Context: an optimization exercise on an open-source flow, tuned for small area. The choices shown serve that exercise and are no tape-out recipe. At most, simulation tests tie the RTL to the original design; equivalence was not proved. Function not checked in run 4: the RTL went through the layout flow alone. In every run shown here, the design's own scripts or RTL, not TritonCTS, make the clock network. The clock input has no modelled driver; a real chip could not lean on it and would need a root buffer or a full tree. Power figures rest on the tool's default switching activity, not on a simulated workload.

### flow/flow/equiv.tcl
# Check the re-mapped netlist against the standard one. Registers are cut
# (cutregs.py: outputs become inputs, inputs become outputs, named after the
# register instance, which both netlists share), cells are read as their
# library functions, and a SAT proof shows every output equal.
yosys read_liberty -ignore_miss_func $::env(RESYN_LIB)
yosys read_verilog $::env(RESYN_IN).cut.v
yosys rename uart_main gold
yosys read_verilog $::env(RESYN_OUT).cut.v
yosys rename uart_main gate
yosys flatten -noscopeinfo gold gate
yosys opt_clean
yosys miter -equiv -flatten -make_assert -ignore_gold_x gold gate miter
yosys hierarchy -top miter
yosys sat -verify -prove-asserts -show-ports miter
### flow/flow/resyn.tcl
# Re-map the combinational logic of the standard netlist with ABC; registers
# are black boxes, so they keep their cells and names.
yosys read_liberty -ignore_miss_func $::env(RESYN_LIB)
yosys blackbox sky130_fd_sc_hd__dfxtp_1 sky130_fd_sc_hd__dfxtp_2 sky130_fd_sc_hd__dfxtp_4 sky130_fd_sc_hd__edfxtp_1 sky130_fd_sc_hd__dfrtn_1 sky130_fd_sc_hd__dfrtp_1 sky130_fd_sc_hd__dfstp_1 sky130_fd_sc_hd__dfxbp_1 sky130_fd_sc_hd__dfbbn_1
yosys read_verilog $::env(RESYN_IN)
yosys hierarchy -top uart_main
yosys flatten -noscopeinfo
yosys opt_clean
set du {}
foreach c {probe_p_8 probec_p_8 lpflow_bleeder_1 lpflow_clkbufkapwr_1 lpflow_clkbufkapwr_16 lpflow_clkbufkapwr_2 lpflow_clkbufkapwr_4 lpflow_clkbufkapwr_8 lpflow_clkinvkapwr_1 lpflow_clkinvkapwr_16 lpflow_clkinvkapwr_2 lpflow_clkinvkapwr_4 lpflow_clkinvkapwr_8 lpflow_decapkapwr_12 lpflow_decapkapwr_3 lpflow_decapkapwr_4 lpflow_decapkapwr_6 lpflow_decapkapwr_8 lpflow_inputiso0n_1 lpflow_inputiso0p_1 lpflow_inputiso1n_1 lpflow_inputiso1p_1 lpflow_inputisolatch_1 lpflow_isobufsrc_1 lpflow_isobufsrc_16 lpflow_isobufsrc_2 lpflow_isobufsrc_4 lpflow_isobufsrc_8 lpflow_isobufsrckapwr_16 lpflow_lsbuf_lh_hl_isowell_tap_1 lpflow_lsbuf_lh_hl_isowell_tap_2 lpflow_lsbuf_lh_hl_isowell_tap_4 lpflow_lsbuf_lh_isowell_4 lpflow_lsbuf_lh_isowell_tap_1 lpflow_lsbuf_lh_isowell_tap_2 lpflow_lsbuf_lh_isowell_tap_4} {
  lappend du -dont_use sky130_fd_sc_hd__$c
}
yosys abc -liberty $::env(RESYN_LIB) {*}$du -script $::env(RESYN_ABC)
yosys opt_clean -purge
yosys hilomap -singleton -hicell sky130_fd_sc_hd__conb_1 HI -locell sky130_fd_sc_hd__conb_1 LO
yosys splitnets
yosys opt_clean -purge
yosys tee -o $::env(RESYN_OUT).stat stat -liberty $::env(RESYN_LIB)
yosys write_verilog -noattr -noexpr -nohex -nodec $::env(RESYN_OUT)
### flow/design.v
`timescale 1ns / 1ps
module Uart_Rx_Module(clk_input, rst, rx_pin, data_output, rx_complete);
	input clk_input;
	input rst;
	input rx_pin;
	output reg [7:0] data_output;
	output rx_complete;
	function [8:0] tstep(input [8:0] s);
		tstep = {s[7:4], s[8] ^ (~s[6] | s[7]), s[2:0], s[3] ^ s[2]};
	endfunction
	function [8:0] tadv(input [8:0] s, input integer n);
		integer i;
		begin
			tadv = s;
			for (i = 0; i < n; i = i + 1)
				tadv = tstep(tadv);
		end
	endfunction
	localparam [8:0] T_IDLE = 9'h1FF;			 
	localparam [8:0] T_SAMP = tadv(T_IDLE, 217);	 
	reg [3:0] cnt;
	reg [8:0] tmr;
	reg [7:0] shreg;
	wire idle = (cnt >= 4'd11);
	wire samp = (tmr == T_SAMP);
	always @(negedge clk_input) begin
		if (rst) begin
			cnt <= 4'd12;
			data_output <= 8'h0;
		end
		else begin
			if (idle)
				cnt <= rx_pin ? 4'd12 : 4'd0;
			else if (cnt == 4'd10) begin
				cnt <= 4'd11;
				data_output <= shreg;
			end
			else if (samp)
				cnt <= cnt + 4'd1;
		end
		tmr <= idle ? T_IDLE : tstep(tmr);
		if (samp && cnt <= 4'd8)
			shreg <= {rx_pin, shreg[7:1]};
	end
	assign rx_complete = ~(cnt == 4'd11);
endmodule
`timescale 1ns / 1ps
module Uart_Tx_Module(clk_input, rst, tx_pin, data_input, data_load, tx_complete);
	input [7:0] data_input;
	input data_load;
	input clk_input;
	input rst;
	output reg tx_pin;
	output tx_complete;
	function [8:0] tstep(input [8:0] s);
		tstep = {s[7:4], s[8] ^ (~s[6] | s[7]), s[2:0], s[3] ^ s[2]};
	endfunction
	localparam [8:0] T_IDLE = 9'h1FF;	 
	reg [3:0] cnt;
	reg [8:0] tmr;
	reg [7:0] txData;
	wire idle = (cnt[3:1] == 3'd0);
	wire load = (cnt == 4'd5);
	wire step = (tmr == T_IDLE);
	always @(negedge clk_input) begin
		if (rst) begin
			cnt <= 4'd1;
			tx_pin <= 1'b1;
		end
		else begin
			if (idle)
				cnt <= data_load ? 4'd1 : 4'd5;
			else if (cnt == 4'd5 || cnt == 4'd6 || step)
				cnt <= cnt + 4'd1;
			tx_pin <= cnt[3] ? txData[cnt[2:0]] : ~(cnt[2] & cnt[1]);
		end
		tmr <= (idle || load) ? T_IDLE : tstep(tmr);
		if (load)
			txData <= data_input;
	end
	assign tx_complete = ~(cnt == 4'd0);
endmodule
`timescale 1ns / 1ps
module uart_main(clkInput, rstInput, rxInput, recvData, recvCompFlag,
					  txOutput, sendData, sendStart, sendCompFlag);
	input clkInput;
	input rstInput;	 
	input rxInput;
	output [7:0] recvData;
	output recvCompFlag;
	output txOutput;
	input [7:0] sendData;
	input sendStart;
	output sendCompFlag;
	Uart_Rx_Module Uart_Rx(.clk_input(clkInput), .rst(rstInput), .rx_pin(rxInput),
							  .data_output(recvData), .rx_complete(recvCompFlag));
	Uart_Tx_Module Uart_Tx(.clk_input(clkInput), .rst(rstInput), .tx_pin(txOutput),
							  .data_input(sendData), .data_load(sendStart), .tx_complete(sendCompFlag));
endmodule
### flow/flow/pre_cts.tcl
# Sourced by ORFS's cts.tcl before it clones clock inverters and runs CTS.
# The clock port drives one inverter, which drives every register. Instead of
# cloning that inverter and building a buffer tree after it, give it the
# smallest cell whose slew at the register clock pins stays under CLK_SLEW_NS
# (with placement parasitics), so it alone drives the clock pins.
proc repair_clock_inverters { args } {
  puts "repair_clock_inverters: skipped (single clock inverter)"
}
proc clk_worst_slew { net } {
  set mx 0
  foreach p [get_pins -of_objects $net] {
    if { [get_property $p direction] == "input" } {
      set s [get_property $p slew_max]
      if { $s > $mx } { set mx $s }
    }
  }
  return $mx
}
proc clock_tree_synthesis { args } {
  set block [ord::get_db_block]
  set net [[$block findBTerm clkInput] getNet]
  set loads [$net getITerms]
  if { [llength $loads] != 1 } { error "clock port drives [llength $loads] pins, expected 1" }
  set inst [[lindex $loads 0] getInst]
  set name [$inst getName]
  set master [[$inst getMaster] getName]
  if { ![string match "sky130_fd_sc_hd__*inv*" $master] } { error "clock port drives $master" }
  set onet [[$inst findITerm Y] getNet]
  $onet setSigType CLOCK
  $net setSigType CLOCK
  set_propagated_clock [all_clocks]
  set snet [get_nets -of_objects [get_pins $name/Y]]
  foreach c $::env(CLK_INV_CELLS) {
    replace_cell $name sky130_fd_sc_hd__$c
    estimate_parasitics -placement
    set s [clk_worst_slew $snet]
    puts "clock inverter $name as $c: [llength [$onet getITerms]] pins, worst clock-pin slew $s"
    if { $s <= $::env(CLK_SLEW_NS) } { break }
  }
  unset_propagated_clock [all_clocks]
}
### flow/flow/cutregs.py
# Turn a flat netlist into a combinational one for an equivalence check: each
# register cell is removed, its output net becomes an input port and each of
# its input nets an output port, named after the register instance.
import re, sys
src = open(sys.argv[1]).read()
m = re.search(r'module\s+(\w+)\s*\((.*?)\);', src, re.S)
ports = [p.strip() for p in m.group(2).split(',') if p.strip()]
body = src[m.end():src.rindex('endmodule')]
inst_re = re.compile(r'(sky130_fd_sc_hd__(?:dfxtp|edfxtp|dfrtn|dfrtp|dfstp|dfxbp|dfbbn|sdfxtp)_\d+)\s+(\\\S+\s|\S+)\s*\((.*?)\);', re.S)
decls, assigns = [], []
names = {}
def pname(inst, pin):
    base = re.sub(r'[^A-Za-z0-9_]', '_', inst.strip().lstrip('\\'))
    return f"r_{base}_{pin}"
def repl(mm):
    cell, inst, pins = mm.groups()
    for pin, net in re.findall(r'\.(\w+)\(([^()]*)\)', pins):
        net = net.strip()
        if net.startswith('\\'):
            net = net + ' '
        if pin == 'CLK':
            continue
        n = pname(inst, pin)
        ports.append(n)
        if pin in ('Q', 'Q_N'):
            decls.append(f"  input {n};")
            if net: assigns.append(f"  assign {net} = {n};" if pin == 'Q' else f"  assign {net} = ~{n};")
        else:
            decls.append(f"  output {n};")
            assigns.append(f"  assign {n} = {net};")
    return ''
body2 = inst_re.sub(repl, body)
out = f"module {m.group(1)}({', '.join(ports)});\n" + "\n".join(decls) + "\n" + body2 + "\n" + "\n".join(assigns) + "\nendmodule\n"
open(sys.argv[2], 'w').write(out)
### flow/flow/run.sh
#!/bin/bash
# The standard ORFS layout (standard.sh) with these changes:
#  - after the standard synthesis, the combinational logic between the
#    registers is mapped again by ABC with an area-oriented script (the
#    registers, their cells and names are kept); the result is checked
#    equivalent to the standard netlist with Yosys, else the standard one is used;
#  - the port buffers use the smallest buffer cell;
#  - the clock tree is the single inverter that synthesis puts in front of
#    the falling-edge registers, sized to drive every register clock pin,
#    instead of cloned inverters and a buffer tree (see pre_cts.tcl).
# Each tool's output goes to a log file in the work folder.
set -euo pipefail
W=$(pwd)
R=$W/orfs/results/sky130hd/uart_main/base
export BUFFER_PORTS_ARGS="-buffer_cell sky130_fd_sc_hd__buf_1"
export PRE_CTS_TCL=$W/flow/pre_cts.tcl
export CLK_INV_CELLS="inv_4 inv_6 inv_8 clkinv_8 inv_12 inv_16 clkinv_16"
export CLK_SLEW_NS=0.095
export RESYN_LIB=$FLOW_HOME/platforms/sky130hd/lib/sky130_fd_sc_hd__tt_025C_1v80.lib

bash standard.sh synth > $W/synth.log 2>&1
cp $R/1_2_yosys.v $W/std_netlist.v
export RESYN_IN=$W/std_netlist.v RESYN_OUT=$W/resyn_netlist.v RESYN_ABC=$W/flow/area.abc
if yosys -c $W/flow/resyn.tcl > $W/resyn.log 2>&1 \
   && python3 $W/flow/cutregs.py $RESYN_IN $RESYN_IN.cut.v \
   && python3 $W/flow/cutregs.py $RESYN_OUT $RESYN_OUT.cut.v \
   && yosys -c $W/flow/equiv.tcl > $W/equiv.log 2>&1; then
  cp $W/resyn_netlist.v $R/1_2_yosys.v
  rm -f $R/1_synth.odb $R/1_synth.sdc
  echo "using the re-mapped netlist" > $W/resyn.result
else
  echo "re-mapping failed or not equivalent: using the standard netlist" > $W/resyn.result
fi
bash standard.sh > $W/standard.log 2>&1
### flow/flow/area.abc
strash
&get -n
&deepsyn -T 30
&put
strash
dch -f
amap
### flow/standard.sh
#!/bin/bash
# synth_recipe.tcl (not shown) runs the flow's synth.tcl, then flattens the netlist and writes it again
# the make line also repeats each setting of config.mk as NAME=value (left out here)
make -C /OpenROAD-flow-scripts/flow DESIGN_CONFIG=/design/flow/config.mk WORK_HOME=/design/flow/orfs CLKGATE_MAP_FILE= SYNTH_SCRIPT=/design/flow/synth_recipe.tcl "${@:-finish}"
### flow/constraint.sdc
create_clock -name core_clock -period 20.0 [get_ports {clkInput}]
set_input_delay 4.0000 -clock core_clock [delete_from_list [all_inputs] [get_ports {clkInput}]]
set_output_delay 4.0000 -clock core_clock [all_outputs]
set_load 0.01 [all_outputs]
### flow/config.mk
export PLATFORM = sky130hd
export DESIGN_NAME = uart_main
export DESIGN_NICKNAME = uart_main
export VERILOG_FILES = /design/flow/design.v
export SDC_FILE = /design/flow/constraint.sdc
export NUM_CORES = 4
export LEC_CHECK = 0
export CAP_MARGIN = 20
export CORE_MARGIN = 2
export CORE_UTILIZATION = 70
export SLEW_MARGIN = 20
==> results of run 1 <==
==> flip-flops by register name, summed over array words and instances, names as in the netlist <==
signal and count:
Uart_Tx.tx_pin 1, Uart_Rx.tmr 9, Uart_Rx.shreg 8, Uart_Tx.tmr 9
Uart_Rx.cnt 4, Uart_Rx.data_output 8, Uart_Tx.txData 8, Uart_Tx.cnt 4
==> final timing paths <==
path / startpoint / to / cells past startpoint
worst max-delay path: rstInput / Uart_Rx.data_output[5] / 5
worst min-delay path: Uart_Rx.tmr[2] / Uart_Rx.tmr[3] / 2
worst max register to register: Uart_Rx.cnt[3] / Uart_Rx.data_output[5] / 6
worst min register to register: Uart_Rx.tmr[2] / Uart_Rx.tmr[3] / 2
==> metal layers <==
metal,track usage (%),routed length [um]
met5,0,0
met4,3.42,0
met3,0.278,35
met2,33.1,1400
met1,28.5,1270
==> per-stage QoR <==
stage / setup slack (ns) / hold slack (ns) / util, % / instance area (sq um) / power [uW]
2_1_floorplan: 4.93 / 0.418 / - / 1740 / 174
3_3_place_gp: 4.55 / 0.428 / 77.2 / 1860 / 183
3_5_place_dp: 4.45 / 0.432 / 77.2 / 1860 / 185
4_1_cts: 4.44 / 0.430 / 78.3 / 1890 / 190
5_1_grt: 4.33 / 0.471 / 78.5 / 1890 / 206
6_report: 4.56 / 0.446 / 78.5 / 1890 / 196
==> cells in the final DEF, fill, tap and decap left out, types with 2 or more instances in the layout <==
| master | count |
|---|---|
| a22oi_1 | 2 |
| dfxtp_1 | 35 |
| a32o_1 | 8 |
| nand2_1 | 17 |
| o21ai_0 | 2 |
| or2_0 | 14 |
| nor2_1 | 13 |
| nor3_1 | 4 |
| a31oi_1 | 2 |
| o22ai_1 | 5 |
| o21a_1 | 2 |
| edfxtp_1 | 16 |
| nand4_1 | 2 |
| clkinv_1 | 12 |
| buf_1 | 22 |
| o211ai_1 | 3 |
==> power by group through the flow <==
| stage | logic, uW | clock network (uW) | registers, uW |
|---|---|---|---|
| after global routing | 44.0 | 31.6 | 131 |
| final | 38.5 | 27.8 | 129 |
| after CTS | 38.1 | 20.3 | 132 |
| after detailed placement | 37.9 | 15.7 | 132 |
| after floorplan | 29.6 | 15.7 | 129 |
| after global placement | 36.1 | 15.7 | 131 |
==> critical path, stage by stage <==
cell and delay [ns]:
buf_1 0.14, clkinv_1 0.34, nand3_1 0.39, clkinv_1 0.28
a32o_1 0.28
==> cell type report <==
cell class                 instances  area (sq um)
timing repair buffer              22          82.6
tap                               30          37.5
sequential                        51          1180
multi-input combinational         85           515
fill                             153           518
inverter                          13          75.1
==> results.py, run 1 <==
metrics = {
    "run_status": {
        "status": "timing/DRC/antenna clean",
    },
    "timing": {
        "finalClockSkew_ns": 0.00646,
        "setup_viol": 0,
        "finalSetupTns_ns": 0,
        "finalHoldViolations": 0,
        "worst_pin_slew_ns": 0.650,
        "report.final.slew_viol_count": 0,
        "rsz0062_at_grt": "false",
        "relSlewSlack_pct": 56.4,
    },
    "clock_network": {
        "clkSlewWorstSetupHoldPaths_ns": 0.10,
        "clock_latency_ns": 0.09,
        "hold_buffers": 0,
        "postCtsSetupRepairBufs": 0,
        "ctsResizeCount": 0,
    },
    "cells_and_area": {
        "final_cells": 201,
        "layout-drive-gt1-share_pct": 1.17,
        "nets": 185,
        "antenna_cells": 0,
        "area_growth_pct": 8.70,
    },
    "synthesis": {
        "synth_warnings": 2,
        "synth_cells": 149,
        "synth_area_per_cell_sq_um": 11.7,
        "netlist_area_sq_mm": 0.00174,
        "syn_nets": 161,
    },
    "place": {
        "hpwl_mm": 2.09,
        "finalWeightedCongestion": 0.886,
        "place_inst": 201,
        "io_buffers": 22,
    },
    "job": {
        "drv_cap": 0,
    },
    "grt": {
        "grt.overflow.total": 0,
        "grt_pass1_wl_mm": 4.28,
        "antenna_found_initial": 0,
        "grt_pass1_vias": 1002,
        "grt_use_total_pct": 19.5,
        "grt_max_degree": 52,
    },
    "setup_path": {
        "crit_arrival_ns": 5.43,
        "worstSetupStartpointType": "primary input",
        "r2r_slack_ns": 18.03,
        "path_class": "primary input to register",
        "worstPathRequired_ns": 9.99,
        "worst_setup_path_end_kind": "register",
        "path_max_fanout": 15,
    },
    "drt": {
        "first_iter_violations": 20,
        "remaining_drc_errors": 0,
        "drt-total-wl_mm": 2.70,
        "via_per_inst": 5.71,
        "postRouteAntennaNets": 0,
        "num_vias": 1147,
        "firstDrtPassIters": 4,
        "wire_per_inst_um": 13.4,
    },
    "floorplan": {
        "fp.coreArea_sq_mm": 0.00241,
        "die_height_um": 53.9,
        "die-area_sq_mm": 0.00290,
        "initial_core_util_pct": 72.2,
        "rows": 18,
        "dieWidth_um": 53.9,
        "pin_count": 23,
    },
    "power_and_ir_drop": {
        "p_per_area_mw_per_mm2": 103,
        "p_sw_uw": 55.3,
        "p_leak_uw": 0.000642,
        "seqPwrFrac_pct": 66.1,
        "power.internal_uw": 140,
        "vdd_drop_max_mv": 0.139,
        "netSwitchingFraction_pct": 28.3,
        "p_comb_share_pct": 19.7,
        "power.clock.fraction_pct": 14.2,
    },
    "worst_hold_path": {
        "hold_path.class": "register to register",
    },
}
==> inputs of run 2 (changes only) <==
--- a/flow/config.mk
+++ b/flow/config.mk
@@ -6,6 +6,6 @@
 export NUM_CORES = 4
 export LEC_CHECK = 0
 export CAP_MARGIN = 20
-export CORE_MARGIN = 2
-export CORE_UTILIZATION = 70
+export CORE_AREA = 2.5 2.5 61.5 61.5
+export DIE_AREA = 0 0 64 64
 export SLEW_MARGIN = 20
==> results.py, run 2 <==
metrics = {
    "run_status": {
        "status": "timing/DRC/antenna clean",
    },
    "setup_path": {
        "worstSetupStartpointType": "primary input",
        "cpMostUsedCell": "clkinv_1",
        "crit_arrival_ns": 5.49,
        "worst_setup_path_end_kind": "register",
        "path_cells": "buf_1 -> clkinv_1 -> nand3_1 -> clkinv_1 -> a32o_1",
        "ff2ff_path_depth": 10,
        "r2r-end": "Uart_Rx.cnt[2]",
        "worstPathRequired_ns": 10.00,
        "crit_family": "buffers and inverters",
        "path_max_fanout": 15,
        "r2r_slack_ns": 18.01,
        "path_class": "primary input to register",
        "r2r_start": "Uart_Rx.tmr[2]",
        "cp.depth": 5,
        "critical_path_buf_inv_count": 3,
        "cpPeakStageDelay_ns": 0.41,
        "cp_slowest_cell": "nand3_1",
    },
    "place": {
        "io_buffers": 22,
        "place_inst": 218,
        "placed_area_sq_mm": 0.00189,
        "hpwl_mm": 2.20,
        "finalWeightedCongestion": 0.759,
    },
    "grt": {
        "grt_pass1_vias": 1155,
        "grt_pass1_wl_mm": 4.93,
        "grt.overflow.total": 0,
        "grt_use_total_pct": 14.3,
        "antenna_found_initial": 0,
        "grt_max_degree": 52,
    },
    "floorplan": {
        "dieWidth_um": 64,
        "die_height_um": 64,
        "die-area_sq_mm": 0.00410,
        "rows": 21,
        "fp.coreArea_sq_mm": 0.00334,
        "pin_count": 23,
        "initial_core_util_pct": 52.2,
    },
    "worst_hold_path": {
        "hold_path.class": "register to register",
        "hold_path.startpoint": "Uart_Rx.tmr[2]",
        "hold_path_end": "Uart_Rx.tmr[3]",
        "hold_depth": 2,
    },
    "drt": {
        "postRouteAntennaNets": 0,
        "num_vias": 1171,
        "via_per_inst": 5.37,
        "firstDrtPassIters": 4,
        "met1_length_mm": 1.34,
        "wire_per_inst_um": 13.1,
        "drt-total-wl_mm": 2.86,
        "highest_layer": "met4",
        "remaining_drc_errors": 0,
        "route.met3.wl_um": 88,
        "dr_wl_met2_mm": 1.41,
        "first_iter_violations": 61,
    },
    "timing": {
        "hold_slack_ns": 0.450,
        "finalSetupTns_ns": 0,
        "report.final.slew_viol_count": 0,
        "rsz0062_at_grt": "false",
        "setup_viol": 0,
        "relSlewSlack_pct": 56.1,
        "finalClockSkew_ns": 0.00743,
        "finalHoldViolations": 0,
        "worst_pin_slew_ns": 0.658,
    },
    "synthesis": {
        "synth_cells": 149,
        "syn_nets": 161,
        "synth_warnings": 2,
        "netlist_area_sq_mm": 0.00174,
        "synth_area_per_cell_sq_um": 11.7,
    },
    "cells_and_area": {
        "final_cell_mix": "dfxtp_1, buf_1, nand2_1",
        "area_growth_pct": 9.99,
        "nets": 186,
        "final_cells": 218,
        "final_common_cell": "dfxtp_1",
        "biggestRegsByFlops": "Uart_Rx.tmr (9), Uart_Tx.tmr (9)",
        "fin_area_sq_mm": 0.00191,
        "layout-drive-gt1-share_pct": 1.16,
        "antenna_cells": 0,
    },
    "clock_network": {
        "ctsResizeCount": 0,
        "clock_latency_ns": 0.09,
        "hold_buffers": 0,
        "postCtsSetupRepairBufs": 0,
        "clkSlewWorstSetupHoldPaths_ns": 0.11,
    },
    "job": {
        "drv_cap": 0,
    },
    "power_and_ir_drop": {
        "p_leak_uw": 0.000646,
        "p_per_area_mw_per_mm2": 104,
        "vdd_drop_max_mv": 0.144,
    },
}
-- run 2: routing by layer --
layer | GRT usage [%] | up-vias
li1 | - | 586
met1 | 19.3 | 564
met2 | 26.4 | 19
met3 | 0.528 | 2
met4 | 1.63 | 0
met5 | 0 | -
-- run 2: layout make-up --
class	instances	area [sq um]
Fill cell	313	1420
Multi-Input combinational cell	85	510
Sequential cell	51	1180
Timing Repair Buffer	23	90.1
Inverter	13	75.1
Tap cell	46	57.6
-- run 2: worst max path at each step --
stage,start,to,slack (ns)
after floorplan,rstInput,Uart_Rx.data_output[0],4.93
after global placement,rstInput,Uart_Rx.data_output[3],4.51
after detailed placement,rstInput,Uart_Rx.data_output[1],4.41
after CTS,rstInput,Uart_Rx.data_output[1],4.40
after global routing,rstInput,Uart_Rx.data_output[1],4.28
final,rstInput,Uart_Rx.data_output[1],4.50
-- run 2: worst reg2reg max path, cell delays in order (launching register included) --
cell	delay, ns
dfxtp_1	0.32
clkinv_1	0.06
nand2_1	0.07
or4_1	0.46
nor3_1	0.30
nand2_1	0.16
nor2_1	0.20
nand2_1	0.10
o21a_1	0.11
nor2_1	0.08
nor2_1	0.05
-- run 2: metrics by stage --
stage                     util [%]  worst slack, ns  power, uW
after global placement        56.6             4.51        185
after floorplan                  -             4.93        174
after CTS                     57.4             4.40        192
final                         57.4             4.50        199
after global routing          57.4             4.28        211
after detailed placement      56.6             4.41        187
-- run 2: power by group --
group / total (uW) / switching (uW) / internal [uW]
sequential: 129 / 8.49 / 121
combinational: 40.1 / 24.8 / 15.3
clock: 29.6 / 24.7 / 4.90
==> inputs of run 3 (changes only) <==
--- a/flow/design.v
+++ b/flow/design.v
@@ -16,13 +16,15 @@
 				tadv = tstep(tadv);
 		end
 	endfunction
-	localparam [8:0] T_IDLE = 9'h1FF;			 
-	localparam [8:0] T_SAMP = tadv(T_IDLE, 217);	 
+	localparam [8:0] TPOL = 9'b101010101;
+	localparam [8:0] T_SAMP = ~TPOL;			 
+	localparam [8:0] T_IDLE = tadv(T_SAMP, 435 - 217);	 
 	reg [3:0] cnt;
 	reg [8:0] tmr;
 	reg [7:0] shreg;
+	wire [8:0] tv = tmr ^ TPOL;
 	wire idle = (cnt >= 4'd11);
-	wire samp = (tmr == T_SAMP);
+	wire samp = (tmr == 9'h1FF);
 	always @(negedge clk_input) begin
 		if (rst) begin
 			cnt <= 4'd12;
@@ -38,7 +40,7 @@
 			else if (samp)
 				cnt <= cnt + 4'd1;
 		end
-		tmr <= idle ? T_IDLE : tstep(tmr);
+		tmr <= (idle ? T_IDLE : tstep(tv)) ^ TPOL;
 		if (samp && cnt <= 4'd8)
 			shreg <= {rx_pin, shreg[7:1]};
 	end
@@ -55,13 +57,15 @@
 	function [8:0] tstep(input [8:0] s);
 		tstep = {s[7:4], s[8] ^ (~s[6] | s[7]), s[2:0], s[3] ^ s[2]};
 	endfunction
-	localparam [8:0] T_IDLE = 9'h1FF;	 
+	localparam [8:0] TPOL = 9'b101011010;
+	localparam [8:0] T_IDLE = ~TPOL;	 
 	reg [3:0] cnt;
 	reg [8:0] tmr;
 	reg [7:0] txData;
+	wire [8:0] tv = tmr ^ TPOL;
 	wire idle = (cnt[3:1] == 3'd0);
 	wire load = (cnt == 4'd5);
-	wire step = (tmr == T_IDLE);
+	wire step = (tmr == 9'h1FF);
 	always @(negedge clk_input) begin
 		if (rst) begin
 			cnt <= 4'd1;
@@ -74,7 +78,7 @@
 				cnt <= cnt + 4'd1;
 			tx_pin <= cnt[3] ? txData[cnt[2:0]] : ~(cnt[2] & cnt[1]);
 		end
-		tmr <= (idle || load) ? T_IDLE : tstep(tmr);
+		tmr <= ((idle || load) ? T_IDLE : tstep(tv)) ^ TPOL;
 		if (load)
 			txData <= data_input;
 	end
==> flow/flow/run.sh (replaced) <==
#!/bin/bash
# The standard ORFS layout (standard.sh) with these changes:
#  - after the standard synthesis, the combinational logic between the
#    registers is mapped again by ABC with several area-oriented scripts
#    (flow/recipes/*.abc); registers, their cells and names are kept. Each
#    result is proved equivalent to the standard netlist (flow/equiv.tcl) and
#    the smallest proved one is used; if none is proved, the standard one is;
#  - the port buffers use the smallest buffer cell;
#  - the clock tree is the single inverter that synthesis puts in front of
#    the falling-edge registers, sized to drive every register clock pin,
#    instead of cloned inverters and a buffer tree (see pre_cts.tcl).
# Each tool's output goes to a log file in the work folder.
set -euo pipefail
W=$(pwd)
R=$W/orfs/results/sky130hd/uart_main/base
export BUFFER_PORTS_ARGS="-buffer_cell sky130_fd_sc_hd__buf_1"
export PRE_CTS_TCL=$W/flow/pre_cts.tcl
export CLK_INV_CELLS="inv_4 inv_6 inv_8 clkinv_8 inv_12 inv_16 clkinv_16"
export CLK_SLEW_NS=0.095
export RESYN_LIB=$FLOW_HOME/platforms/sky130hd/lib/sky130_fd_sc_hd__tt_025C_1v80.lib

bash standard.sh synth > $W/synth.log 2>&1
cp $R/1_2_yosys.v $W/std_netlist.v
python3 $W/flow/cutregs.py $W/std_netlist.v $W/std_netlist.v.cut.v

remap() {
  local k=$1
  RESYN_IN=$W/std_netlist.v RESYN_OUT=$W/remap_$k.v RESYN_ABC=$W/flow/recipes/$k.abc \
    yosys -c $W/flow/resyn.tcl > $W/remap_$k.log 2>&1 || return 0
  python3 $W/flow/cutregs.py $W/remap_$k.v $W/remap_$k.v.cut.v || return 0
  RESYN_IN=$W/std_netlist.v RESYN_OUT=$W/remap_$k.v \
    yosys -c $W/flow/equiv.tcl > $W/equiv_$k.log 2>&1 || return 0
  awk '/Chip area/ {print $NF}' $W/remap_$k.v.stat > $W/remap_$k.area
}
for f in $W/flow/recipes/*.abc; do
  remap $(basename $f .abc) &
  while [ $(jobs -r | wc -l) -ge ${NUM_CORES:-4} ]; do sleep 1; done
done
wait
best=$(for a in $W/remap_*.area; do [ -s $a ] && echo "$(cat $a) $(basename $a .area)"; done | sort -g | head -1 | awk '{print $2}')
if [ -n "$best" ]; then
  cp $W/$best.v $R/1_2_yosys.v
  rm -f $R/1_synth.odb $R/1_synth.sdc
  echo "using $best ($(cat $W/$best.area) um2)" > $W/remap.result
else
  echo "no re-mapped netlist was proved equivalent: using the standard netlist" > $W/remap.result
fi
bash standard.sh > $W/standard.log 2>&1
==> flow/flow/recipes/a1.abc (new file) <==
strash
&get -n
&deepsyn -T 20
&put
strash
dch -f
amap
==> flow/flow/recipes/a2.abc (new file) <==
strash
dc2
&get -n
&deepsyn -T 20
&put
strash
dch -f
amap
==> flow/flow/recipes/a3.abc (new file) <==
strash
&get -n
&deepsyn -T 20
&dch -f
&nf -a -R 1000
&put
==> flow/flow/recipes/a4.abc (new file) <==
strash
&get -n
&deepsyn -T 20
&put
strash
dch -f
map -a
amap
==> flow/flow/recipes/a5.abc (new file) <==
strash
balance
rewrite
refactor
balance
rewrite
rewrite -z
balance
refactor -z
rewrite -z
balance
dch -f
amap
==> flow/flow/recipes/a6.abc (new file) <==
strash
&get -n
&deepsyn -T 20 -I 4
&put
strash
dch -f
amap
==> flow/flow/recipes/a7.abc (new file) <==
strash
dc2
dch -f
amap
==> flow/flow/recipes/a8.abc (new file) <==
strash
&get -n
&deepsyn -T 40
&put
strash
dc2
dch -f
amap
--- a/flow/flow/resyn.tcl
+++ b/flow/flow/resyn.tcl
@@ -4,6 +4,7 @@
 yosys blackbox sky130_fd_sc_hd__dfxtp_1 sky130_fd_sc_hd__dfxtp_2 sky130_fd_sc_hd__dfxtp_4 sky130_fd_sc_hd__edfxtp_1 sky130_fd_sc_hd__dfrtn_1 sky130_fd_sc_hd__dfrtp_1 sky130_fd_sc_hd__dfstp_1 sky130_fd_sc_hd__dfxbp_1 sky130_fd_sc_hd__dfbbn_1
 yosys read_verilog $::env(RESYN_IN)
 yosys hierarchy -top uart_main
+yosys rename -hide c:_*_
 yosys flatten -noscopeinfo
 yosys opt_clean
 set du {}
removed: flow/flow/area.abc
==> results.py, run 3 <==
metrics = {
    "cells_and_area": {
        "nets": 193,
        "final_common_cell": "dfxtp_1",
        "final_cell_mix": "dfxtp_1, nor2_1, buf_1",
        "finish.utilization_pct": 56.2,
        "area_growth_pct": 9.74,
        "biggestRegsByFlops": "Uart_Rx.tmr (9), Uart_Tx.tmr (9)",
        "antenna_cells": 0,
        "layout-drive-gt1-share_pct": 0.559,
    },
    "synthesis": {
        "netlist_area_sq_mm": 0.00171,
        "synth_area_per_cell_sq_um": 10.9,
        "synth_warnings": 2,
        "synth_cells": 157,
        "syn_nets": 169,
    },
    "clock_network": {
        "clock_latency_ns": 0.09,
        "postCtsSetupRepairBufs": 0,
        "hold_buffers": 0,
        "ctsResizeCount": 0,
        "clkSlewWorstSetupHoldPaths_ns": 0.11,
    },
    "setup_path": {
        "path_class": "primary input to register",
        "path_max_fanout": 11,
        "worstSetupStartpointType": "primary input",
        "worstPathRequired_ns": 9.99,
        "crit_arrival_ns": 5.72,
        "r2r_start": "Uart_Rx.cnt[3]",
        "worst_setup_path_end_kind": "register",
        "cp-startpoint": "rstInput",
    },
    "place": {
        "finalWeightedCongestion": 0.900,
        "io_buffers": 22,
        "hpwl_mm": 2.07,
    },
    "grt": {
        "grt_max_degree": 52,
        "antenna_found_initial": 0,
        "grt_use_total_pct": 13.3,
        "grt.overflow.total": 0,
        "grt_pass1_vias": 1078,
        "grt_pass1_wl_mm": 4.63,
    },
    "drt": {
        "num_vias": 1188,
        "postRouteAntennaNets": 0,
        "wire_per_inst_um": 12.1,
        "remaining_drc_errors": 0,
        "firstDrtPassIters": 4,
        "via_per_inst": 5.28,
        "drt-total-wl_mm": 2.72,
        "first_iter_violations": 79,
    },
    "timing": {
        "finalSetupTns_ns": 0,
        "report.final.slew_viol_count": 0,
        "setup_viol": 0,
        "finalHoldViolations": 0,
        "rsz0062_at_grt": "false",
        "relSlewSlack_pct": 32.2,
        "finalClockSkew_ns": 0.0157,
        "worst_pin_slew_ns": 1.01,
    },
    "floorplan": {
        "die_height_um": 64,
        "rows": 21,
        "die-area_sq_mm": 0.00410,
        "pin_count": 23,
        "fp.coreArea_sq_mm": 0.00334,
        "dieWidth_um": 64,
        "initial_core_util_pct": 51.2,
    },
    "power_and_ir_drop": {
        "finalPower_uw": 205,
        "p_per_area_mw_per_mm2": 109,
        "vdd_drop_max_mv": 0.127,
        "p_leak_uw": 0.000634,
    },
    "worst_hold_path": {
        "hold_path.class": "register to register",
        "hold_path.startpoint": "Uart_Tx.tmr[0]",
    },
    "run_status": {
        "status": "timing/DRC/antenna clean",
    },
    "job": {
        "drv_cap": 0,
    },
}
[run 3: path summary, 6_finish.rpt]
check,to,slack [ns],depth (start not counted)
hold / removal,Uart_Tx.tmr[1],0.39,1
setup / recovery,Uart_Rx.data_output[2],4.27,6
setup reg to reg,Uart_Rx.data_output[2],17.68,7
hold reg to reg,Uart_Tx.tmr[1],0.39,1
[run 3: worst max-delay path, cell delays in order]
cell      delay [ns]
buf_1           0.15
clkinv_1        0.23
nand2_1         0.14
nor2_1          0.48
clkinv_1        0.39
a32o_1          0.34
[run 3: layout make-up]
type | instances | area [sq um]
fillers | 300 | 1460
flip-flops and latches | 51 | 1180
multi-input cells | 91 | 470
repair buffers | 22 | 82.6
inverters | 15 | 82.6
well taps | 46 | 57.6
[run 3: power by group]
group          internal, uW  switching (uW)
Sequential              125            9.51
Clock                  4.91            23.6
Combinational          15.8            26.3
[run 3: routing by layer]
layer	global-route usage (%)	vias to the layer above	routed length, um
li1	-	596	-
met1	19.4	555	1320
met2	23.2	35	1290
met3	0	2	97
met4	1.63	0	14
met5	0	-	0
[run 3: per-stage QoR]
step / cell area [sq um] / hold slack, ns / std cells / setup slack (ns)
2_1_floorplan: 1710 / 0.358 / 157 / 4.78
3_3_place_gp: 1850 / 0.365 / 225 / 4.34
3_5_place_dp: 1850 / 0.375 / 225 / 4.17
4_1_cts: 1870 / 0.371 / 225 / 4.17
5_1_grt: 1870 / 0.415 / 225 / 4.15
6_report: 1870 / 0.393 / 225 / 4.27
==> inputs of run 4 (changes only) <==
--- a/flow/design.v
+++ b/flow/design.v
@@ -23,7 +23,9 @@
 	reg [8:0] tmr;
 	reg [7:0] shreg;
 	wire [8:0] tv = tmr ^ TPOL;
-	wire idle = (cnt >= 4'd11);
+	wire idle = cnt[3] & cnt[2];			 
+	wire done = cnt[3] & cnt[1];			 
+	wire stop = cnt[3] & cnt[0];			 
 	wire samp = (tmr == 9'h1FF);
 	always @(negedge clk_input) begin
 		if (rst) begin
@@ -33,18 +35,18 @@
 		else begin
 			if (idle)
 				cnt <= rx_pin ? 4'd12 : 4'd0;
-			else if (cnt == 4'd10) begin
-				cnt <= 4'd11;
+			else if (done) begin
+				cnt <= 4'd13;
 				data_output <= shreg;
 			end
 			else if (samp)
 				cnt <= cnt + 4'd1;
 		end
 		tmr <= (idle ? T_IDLE : tstep(tv)) ^ TPOL;
-		if (samp && cnt <= 4'd8)
+		if (samp && !stop)
 			shreg <= {rx_pin, shreg[7:1]};
 	end
-	assign rx_complete = ~(cnt == 4'd11);
+	assign rx_complete = ~(cnt[3] & cnt[2] & cnt[0]);
 endmodule
 `timescale 1ns / 1ps
 module Uart_Tx_Module(clk_input, rst, tx_pin, data_input, data_load, tx_complete);
@@ -63,8 +65,9 @@
 	reg [8:0] tmr;
 	reg [7:0] txData;
 	wire [8:0] tv = tmr ^ TPOL;
-	wire idle = (cnt[3:1] == 3'd0);
-	wire load = (cnt == 4'd5);
+	wire idle = ~cnt[3] & ~cnt[2];			 
+	wire load = ~cnt[3] & cnt[2] & ~cnt[1];		 
+	wire hold = ~cnt[3] & ~(cnt[2] & cnt[1]);	 
 	wire step = (tmr == 9'h1FF);
 	always @(negedge clk_input) begin
 		if (rst) begin
@@ -74,15 +77,15 @@
 		else begin
 			if (idle)
 				cnt <= data_load ? 4'd1 : 4'd5;
-			else if (cnt == 4'd5 || cnt == 4'd6 || step)
+			else if ((~cnt[3] && ~(cnt[1] & cnt[0])) || step)	 
 				cnt <= cnt + 4'd1;
 			tx_pin <= cnt[3] ? txData[cnt[2:0]] : ~(cnt[2] & cnt[1]);
 		end
-		tmr <= ((idle || load) ? T_IDLE : tstep(tv)) ^ TPOL;
+		tmr <= (hold ? T_IDLE : tstep(tv)) ^ TPOL;
 		if (load)
 			txData <= data_input;
 	end
-	assign tx_complete = ~(cnt == 4'd0);
+	assign tx_complete = cnt[3] | cnt[2] | cnt[0];
 endmodule
 `timescale 1ns / 1ps
 module uart_main(clkInput, rstInput, rxInput, recvData, recvCompFlag,
--- a/flow/flow/run.sh
+++ b/flow/flow/run.sh
@@ -16,7 +16,7 @@
 export BUFFER_PORTS_ARGS="-buffer_cell sky130_fd_sc_hd__buf_1"
 export PRE_CTS_TCL=$W/flow/pre_cts.tcl
 export CLK_INV_CELLS="inv_4 inv_6 inv_8 clkinv_8 inv_12 inv_16 clkinv_16"
-export CLK_SLEW_NS=0.095
+export CLK_SLEW_NS=0.118
 export RESYN_LIB=$FLOW_HOME/platforms/sky130hd/lib/sky130_fd_sc_hd__tt_025C_1v80.lib
 
 bash standard.sh synth > $W/synth.log 2>&1
--- a/flow/config.mk
+++ b/flow/config.mk
@@ -8,4 +8,5 @@
 export CAP_MARGIN = 20
 export CORE_AREA = 2.5 2.5 61.5 61.5
 export DIE_AREA = 0 0 64 64
+export PLACE_DENSITY = 0.9
 export SLEW_MARGIN = 20
==> results.py, run 4 <==
metrics = {
    "cells_and_area": {
        "area_growth_pct": 10.2,
        "nets": 183,
        "final_cells": 215,
        "final_common_cell": "dfxtp_1",
        "biggestRegsByFlops": "Uart_Rx.tmr (9), Uart_Tx.tmr (9)",
        "fin_area_sq_mm": 0.00185,
        "antenna_cells": 0,
        "nFillCells": 297,
        "layout-drive-gt1-share_pct": 1.18,
        "multiInputGateArea_sq_um": 469,
        "ff_latch_area_sq_mm": 0.00118,
        "final_cell_mix": "dfxtp_1, nor2_1, buf_1",
    },
    "timing": {
        "relSlewSlack_pct": 28.2,
        "finalClockSkew_ns": 0.0207,
        "finalHoldViolations": 0,
        "setup_viol": 0,
        "rsz0062_at_grt": "false",
        "worst_pin_slew_ns": 1.07,
        "report.final.slew_viol_count": 0,
        "finalSetupTns_ns": 0,
    },
    "floorplan": {
        "die_height_um": 64,
        "rows": 21,
        "fp.coreArea_sq_mm": 0.00334,
        "initial_core_util_pct": 50.3,
        "die-area_sq_mm": 0.00410,
        "dieWidth_um": 64,
        "pin_count": 23,
    },
    "clock_network": {
        "clkSlewWorstSetupHoldPaths_ns": 0.11,
        "ctsResizeCount": 0,
        "hold_buffers": 0,
        "postCtsSetupRepairBufs": 0,
        "clock_latency_ns": 0.09,
    },
    "power_and_ir_drop": {
        "finalPower_uw": 175,
        "vdd_drop_max_mv": 0.127,
        "seqPwrFrac_pct": 71.6,
        "netSwitchingFraction_pct": 25.0,
        "p_leak_uw": 0.000635,
        "p_per_area_mw_per_mm2": 94.3,
        "p_sw_uw": 43.7,
        "p_comb_share_pct": 12.1,
        "power.internal_uw": 131,
        "power.clock.fraction_pct": 16.3,
    },
    "setup_path": {
        "cp_slowest_cell": "nor3_1",
        "cpMostUsedCell": "nor2_1",
        "crit_arrival_ns": 5.99,
        "critical_path_buf_inv_count": 2,
        "path_max_fanout": 11,
        "worstPathRequired_ns": 9.99,
        "worstSetupStartpointType": "primary input",
        "path_class": "primary input to register",
        "path_cells": "buf_1 -> nor2_1 -> clkinv_1 -> nor3_1 -> nor2_1 -> a22o_1",
        "crit_family": "simple AND/OR/NAND/NOR gates",
        "cpPeakStageDelay_ns": 0.86,
        "worst_setup_path_end_kind": "register",
    },
    "place": {
        "io_buffers": 22,
        "hpwl_mm": 1.96,
        "finalWeightedCongestion": 0.738,
        "place_inst": 215,
        "placed_area_sq_mm": 0.00182,
    },
    "drt": {
        "route.met3.wl_um": 43,
        "first_iter_violations": 56,
        "firstDrtPassIters": 4,
        "via_per_inst": 5.07,
        "met1_length_mm": 1.25,
        "remaining_drc_errors": 0,
        "postRouteAntennaNets": 0,
        "highest_layer": "met4",
        "wire_per_inst_um": 11.9,
        "num_vias": 1091,
        "drt-total-wl_mm": 2.55,
        "dr_wl_met2_mm": 1.25,
    },
    "grt": {
        "grt.overflow.total": 0,
        "grt_pass1_wl_mm": 4.55,
        "grt_pass1_vias": 1067,
        "grt_max_degree": 52,
        "antenna_found_initial": 0,
        "grt_use_total_pct": 13.2,
    },
    "worst_hold_path": {
        "hold_path.class": "register to register",
    },
    "job": {
        "drv_cap": 0,
    },
    "synthesis": {
        "syn_nets": 159,
        "synth_area_per_cell_sq_um": 11.4,
        "synth_warnings": 2,
        "netlist_area_sq_mm": 0.00168,
        "synth_cells": 147,
    },
    "run_status": {
        "status": "timing/DRC/antenna clean",
    },
}
==> run 4: worst paths after layout <==
check / from / slack (ns) / depth (start not counted) / to
worst max-delay path: rstInput / 4.00 / 6 / Uart_Rx.data_output[1]
worst min-delay path: Uart_Rx.tmr[1] / 0.38 / 1 / Uart_Rx.tmr[2]
worst max register to register: Uart_Rx.cnt[3] / 17.34 / 7 / Uart_Rx.data_output[1]
worst min register to register: Uart_Rx.tmr[1] / 0.38 / 1 / Uart_Rx.tmr[2]
==> run 4: metal layers <==
layer  track usage, %  up-vias
li1                 -      566
met1             17.3      507
met2             25.1       16
met3            0.176        2
met4             1.09        0
met5                0        -
==> run 4: stage by stage <==
step           hold WS (ns)  setup slack [ns]  util (%)
2_1_floorplan         0.358              4.52         -
3_3_place_gp          0.364              4.08      54.5
3_5_place_dp          0.371              3.90      54.5
4_1_cts               0.371              3.90      55.3
5_1_grt               0.411              3.78      55.5
6_report              0.382              4.00      55.5
==> run 4: worst register-to-register path, delay by kind of cell, from the launching register on <==
| kind | cells | cell delay [ns] |
|---|---|---|
| buf+inv | 2 | 0.33 |
| compound gates | 1 | 0.32 |
| simple gates | 4 | 1.57 |
| flops | 1 | 0.35 |
==> run 4: power by group through the flow <==
stage / Sequential [uW] / Combinational (uW) / Clock [uW]
6_report: 125 / 21.2 / 28.5
5_1_grt: 126 / 24.7 / 32.4
4_1_cts: 127 / 21.2 / 20.3
3_5_place_dp: 127 / 21.2 / 15.7
3_3_place_gp: 127 / 20.2 / 15.7
2_1_floorplan: 125 / 16.2 / 15.7
==> run 4: cell type report <==
type,count,share of cell area [%]
flip-flops and latches,51,63.8
multi-input cells,87,25.4
repair buffers,22,4.46
inverters,9,3.25
well taps,46,3.11
==> inputs of run 5 (changes only) <==
--- a/flow/design.v
+++ b/flow/design.v
@@ -19,7 +19,9 @@
 	localparam [8:0] TPOL = 9'b101010101;
 	localparam [8:0] T_SAMP = ~TPOL;			 
 	localparam [8:0] T_IDLE = tadv(T_SAMP, 435 - 217);	 
-	reg [3:0] cnt;
+	reg [3:0] cq;		 
+	localparam [3:0] CPOL = 4'd4;
+	wire [3:0] cnt = cq ^ CPOL;
 	reg [8:0] tmr;
 	reg [7:0] shreg;
 	wire [8:0] tv = tmr ^ TPOL;
@@ -29,18 +31,18 @@
 	wire samp = (tmr == 9'h1FF);
 	always @(negedge clk_input) begin
 		if (rst) begin
-			cnt <= 4'd12;
+			cq <= (4'd12) ^ CPOL;
 			data_output <= 8'h0;
 		end
 		else begin
 			if (idle)
-				cnt <= rx_pin ? 4'd12 : 4'd0;
+				cq <= (rx_pin ? 4'd12 : 4'd0) ^ CPOL;
 			else if (done) begin
-				cnt <= 4'd13;
+				cq <= (4'd13) ^ CPOL;
 				data_output <= shreg;
 			end
 			else if (samp)
-				cnt <= cnt + 4'd1;
+				cq <= (cnt + 4'd1) ^ CPOL;
 		end
 		tmr <= (idle ? T_IDLE : tstep(tv)) ^ TPOL;
 		if (samp && !stop)
@@ -61,7 +63,9 @@
 	endfunction
 	localparam [8:0] TPOL = 9'b101011010;
 	localparam [8:0] T_IDLE = ~TPOL;	 
-	reg [3:0] cnt;
+	reg [3:0] cq;		 
+	localparam [3:0] CPOL = 4'd5;
+	wire [3:0] cnt = cq ^ CPOL;
 	reg [8:0] tmr;
 	reg [7:0] txData;
 	wire [8:0] tv = tmr ^ TPOL;
@@ -71,14 +75,14 @@
 	wire step = (tmr == 9'h1FF);
 	always @(negedge clk_input) begin
 		if (rst) begin
-			cnt <= 4'd1;
+			cq <= (4'd1) ^ CPOL;
 			tx_pin <= 1'b1;
 		end
 		else begin
 			if (idle)
-				cnt <= data_load ? 4'd1 : 4'd5;
+				cq <= (data_load ? 4'd1 : 4'd5) ^ CPOL;
 			else if ((~cnt[3] && ~(cnt[1] & cnt[0])) || step)	 
-				cnt <= cnt + 4'd1;
+				cq <= (cnt + 4'd1) ^ CPOL;
 			tx_pin <= cnt[3] ? txData[cnt[2:0]] : ~(cnt[2] & cnt[1]);
 		end
 		tmr <= (hold ? T_IDLE : tstep(tv)) ^ TPOL;
--- a/flow/flow/run.sh
+++ b/flow/flow/run.sh
@@ -16,7 +16,7 @@
 export BUFFER_PORTS_ARGS="-buffer_cell sky130_fd_sc_hd__buf_1"
 export PRE_CTS_TCL=$W/flow/pre_cts.tcl
 export CLK_INV_CELLS="inv_4 inv_6 inv_8 clkinv_8 inv_12 inv_16 clkinv_16"
-export CLK_SLEW_NS=0.118
+export CLK_SLEW_NS=0.095
 export RESYN_LIB=$FLOW_HOME/platforms/sky130hd/lib/sky130_fd_sc_hd__tt_025C_1v80.lib
 
 bash standard.sh synth > $W/synth.log 2>&1
==> flow/flow/recipes/d0.abc (new file) <==
strash
&get -n
&deepsyn -S 0 -T 20
&put
strash
dch -f
amap
==> flow/flow/recipes/d1.abc (new file) <==
strash
&get -n
&deepsyn -S 1 -T 20
&put
strash
dch -f
amap
==> flow/flow/recipes/d2.abc (new file) <==
strash
&get -n
&deepsyn -S 2 -T 20
&put
strash
dch -f
amap
==> flow/flow/recipes/d3.abc (new file) <==
strash
&get -n
&deepsyn -S 3 -T 20
&put
strash
dch -f
amap
==> flow/flow/recipes/d4.abc (new file) <==
strash
&get -n
&deepsyn -S 4 -T 20
&put
strash
dch -f
amap
==> flow/flow/recipes/d5.abc (new file) <==
strash
&get -n
&deepsyn -S 5 -T 20
&put
strash
dch -f
amap
==> flow/flow/recipes/e0.abc (new file) <==
strash
dc2
&get -n
&deepsyn -S 10 -T 30
&put
strash
dc2
dch -f
amap
==> flow/flow/recipes/e1.abc (new file) <==
strash
dc2
&get -n
&deepsyn -S 11 -T 30
&put
strash
dc2
dch -f
amap
==> flow/flow/recipes/e2.abc (new file) <==
strash
dc2
&get -n
&deepsyn -S 12 -T 30
&put
strash
dc2
dch -f
amap
==> flow/flow/recipes/e3.abc (new file) <==
strash
dc2
&get -n
&deepsyn -S 13 -T 30
&put
strash
dc2
dch -f
amap
==> flow/flow/recipes/f0.abc (new file) <==
strash
&get -n
&deepsyn -T 20
&dch -f
&nf -a -R 1000
&put
--- a/flow/config.mk
+++ b/flow/config.mk
@@ -8,5 +8,4 @@
 export CAP_MARGIN = 20
 export CORE_AREA = 2.5 2.5 61.5 61.5
 export DIE_AREA = 0 0 64 64
-export PLACE_DENSITY = 0.9
 export SLEW_MARGIN = 20
removed: flow/flow/recipes/a1.abc
removed: flow/flow/recipes/a2.abc
removed: flow/flow/recipes/a3.abc
removed: flow/flow/recipes/a4.abc
removed: flow/flow/recipes/a5.abc
removed: flow/flow/recipes/a6.abc
removed: flow/flow/recipes/a7.abc
removed: flow/flow/recipes/a8.abc
==> results.py, run 5 <==
metrics = {
    "clock_network": {
        "hold_buffers": 0,
        "clock_latency_ns": 0.09,
        "clkSlewWorstSetupHoldPaths_ns": 0.10,
        "postCtsSetupRepairBufs": 0,
        "ctsResizeCount": 0,
    },
    "timing": {
        "setup_viol": 0,
        "finalClockSkew_ns": 0.00978,
        "report.final.slew_viol_count": 0,
        "rsz0062_at_grt": "false",
        "finalSetupTns_ns": 0,
        "relSlewSlack_pct": 32.2,
        "finalHoldViolations": 0,
        "worst_pin_slew_ns": 1.01,
    },
    "floorplan": {
        "fp.coreArea_sq_mm": 0.00334,
        "dieWidth_um": 64,
        "die-area_sq_mm": 0.00410,
        "initial_core_util_pct": 50.3,
        "pin_count": 23,
        "die_height_um": 64,
        "rows": 21,
    },
    "grt": {
        "grt_use_total_pct": 13.7,
        "grt.overflow.total": 0,
        "grt_pass1_vias": 1036,
        "grt_pass1_wl_mm": 4.73,
        "antenna_found_initial": 0,
        "grt_max_degree": 52,
    },
    "power_and_ir_drop": {
        "p_comb_share_pct": 10.4,
        "finalPower_uw": 168,
        "p_per_area_mw_per_mm2": 91.3,
        "vdd_drop_max_mv": 0.128,
        "p_sw_uw": 40.8,
        "p_leak_uw": 0.000615,
        "power.internal_uw": 128,
        "power.clock.fraction_pct": 16.8,
        "seqPwrFrac_pct": 72.8,
        "netSwitchingFraction_pct": 24.2,
    },
    "setup_path": {
        "path_class": "primary input to register",
        "worst_setup_path_end_kind": "register",
        "worstPathRequired_ns": 9.99,
        "cp_slowest_cell": "nor3_1",
        "worstSetupStartpointType": "primary input",
        "cpMostUsedCell": "clkinv_1",
        "path_max_fanout": 12,
        "cpPeakStageDelay_ns": 0.78,
        "path_cells": "buf_1 -> clkinv_1 -> nand2_1 -> nor3_1 -> clkinv_1 -> a32o_1",
        "crit_arrival_ns": 6.15,
    },
    "cells_and_area": {
        "nets": 179,
        "final_cell_mix": "dfxtp_1, buf_1, nand2_1",
        "area_growth_pct": 9.92,
        "final_common_cell": "dfxtp_1",
        "biggestRegsByFlops": "Uart_Rx.tmr (9), Uart_Tx.tmr (9)",
        "layout-drive-gt1-share_pct": 0.606,
        "antenna_cells": 0,
        "nFillCells": 300,
    },
    "place": {
        "io_buffers": 22,
        "hpwl_mm": 2.12,
        "finalWeightedCongestion": 0.748,
    },
    "drt": {
        "first_iter_violations": 89,
        "wire_per_inst_um": 13.0,
        "drt-total-wl_mm": 2.73,
        "remaining_drc_errors": 0,
        "firstDrtPassIters": 4,
        "num_vias": 1114,
        "via_per_inst": 5.28,
        "postRouteAntennaNets": 0,
    },
    "synthesis": {
        "syn_nets": 155,
        "synth_warnings": 2,
        "netlist_area_sq_mm": 0.00168,
        "synth_cells": 143,
        "synth_area_per_cell_sq_um": 11.7,
    },
    "worst_hold_path": {
        "hold_path.class": "register to register",
    },
    "run_status": {
        "status": "timing/DRC/antenna clean",
    },
    "job": {
        "drv_cap": 0,
    },
}
==> run 5: final timing paths <==
check / start / endpoint / slack, ns / cells past startpoint
setup reg to reg: Uart_Rx.cq[3] / Uart_Rx.data_output[5] / 17.66 / 4
hold / removal: Uart_Tx.tmr[4] / Uart_Tx.tmr[5] / 0.39 / 1
hold reg to reg: Uart_Tx.tmr[4] / Uart_Tx.tmr[5] / 0.39 / 1
setup / recovery: rstInput / Uart_Rx.data_output[5] / 3.84 / 6
==> run 5: metal layers <==
| layer | GRT usage (%) | vias to the layer above | part of all wire, % | wire length (um) |
|---|---|---|---|---|
| li1 | - | 569 | - | - |
| met2 | 23.6 | 19 | 48 | 1300 |
| met1 | 20.9 | 526 | 50 | 1370 |
| met5 | 0 | - | 0 | 0 |
| met4 | 0 | 0 | 0 | 0 |
| met3 | 0.176 | 0 | 2.2 | 60 |
==> run 5: cell type report <==
class | count | area, sq um | area share, %
Sequential cell | 51 | 1180 | 64.0
Multi-Input combinational cell | 80 | 452 | 24.5
Timing Repair Buffer | 22 | 82.6 | 4.48
Inverter | 12 | 71.3 | 3.87
Tap cell | 46 | 57.6 | 3.12
==> run 5: power groups by stage <==
stage	Combinational [uW]	Clock, uW	Sequential [uW]
2_1_floorplan	13.1	15.7	123
6_report	17.5	28.2	123
3_5_place_dp	17.7	15.7	125
5_1_grt	20.3	34.1	124
4_1_cts	17.8	20.3	125
3_3_place_gp	17.4	15.7	125
==> run 5: worst max-delay path, delay by kind of cell <==
kind                   cells  cell delay [ns]
AO/OA/AOI/OAI              1             0.38
buffers and inverters      3             0.89
AND/OR/NAND/NOR            2             0.88
==> run 5: per-stage QoR <==
step	util (%)	area (sq um)	hold WS, ns	worst slack (ns)	instances
2_1_floorplan	-	1680	0.358	4.48	143
3_3_place_gp	54.5	1820	0.368	3.99	211
3_5_place_dp	54.5	1820	0.368	3.83	211
4_1_cts	55.3	1840	0.373	3.83	211
5_1_grt	55.3	1840	0.407	3.67	211
6_report	55.3	1840	0.395	3.84	211
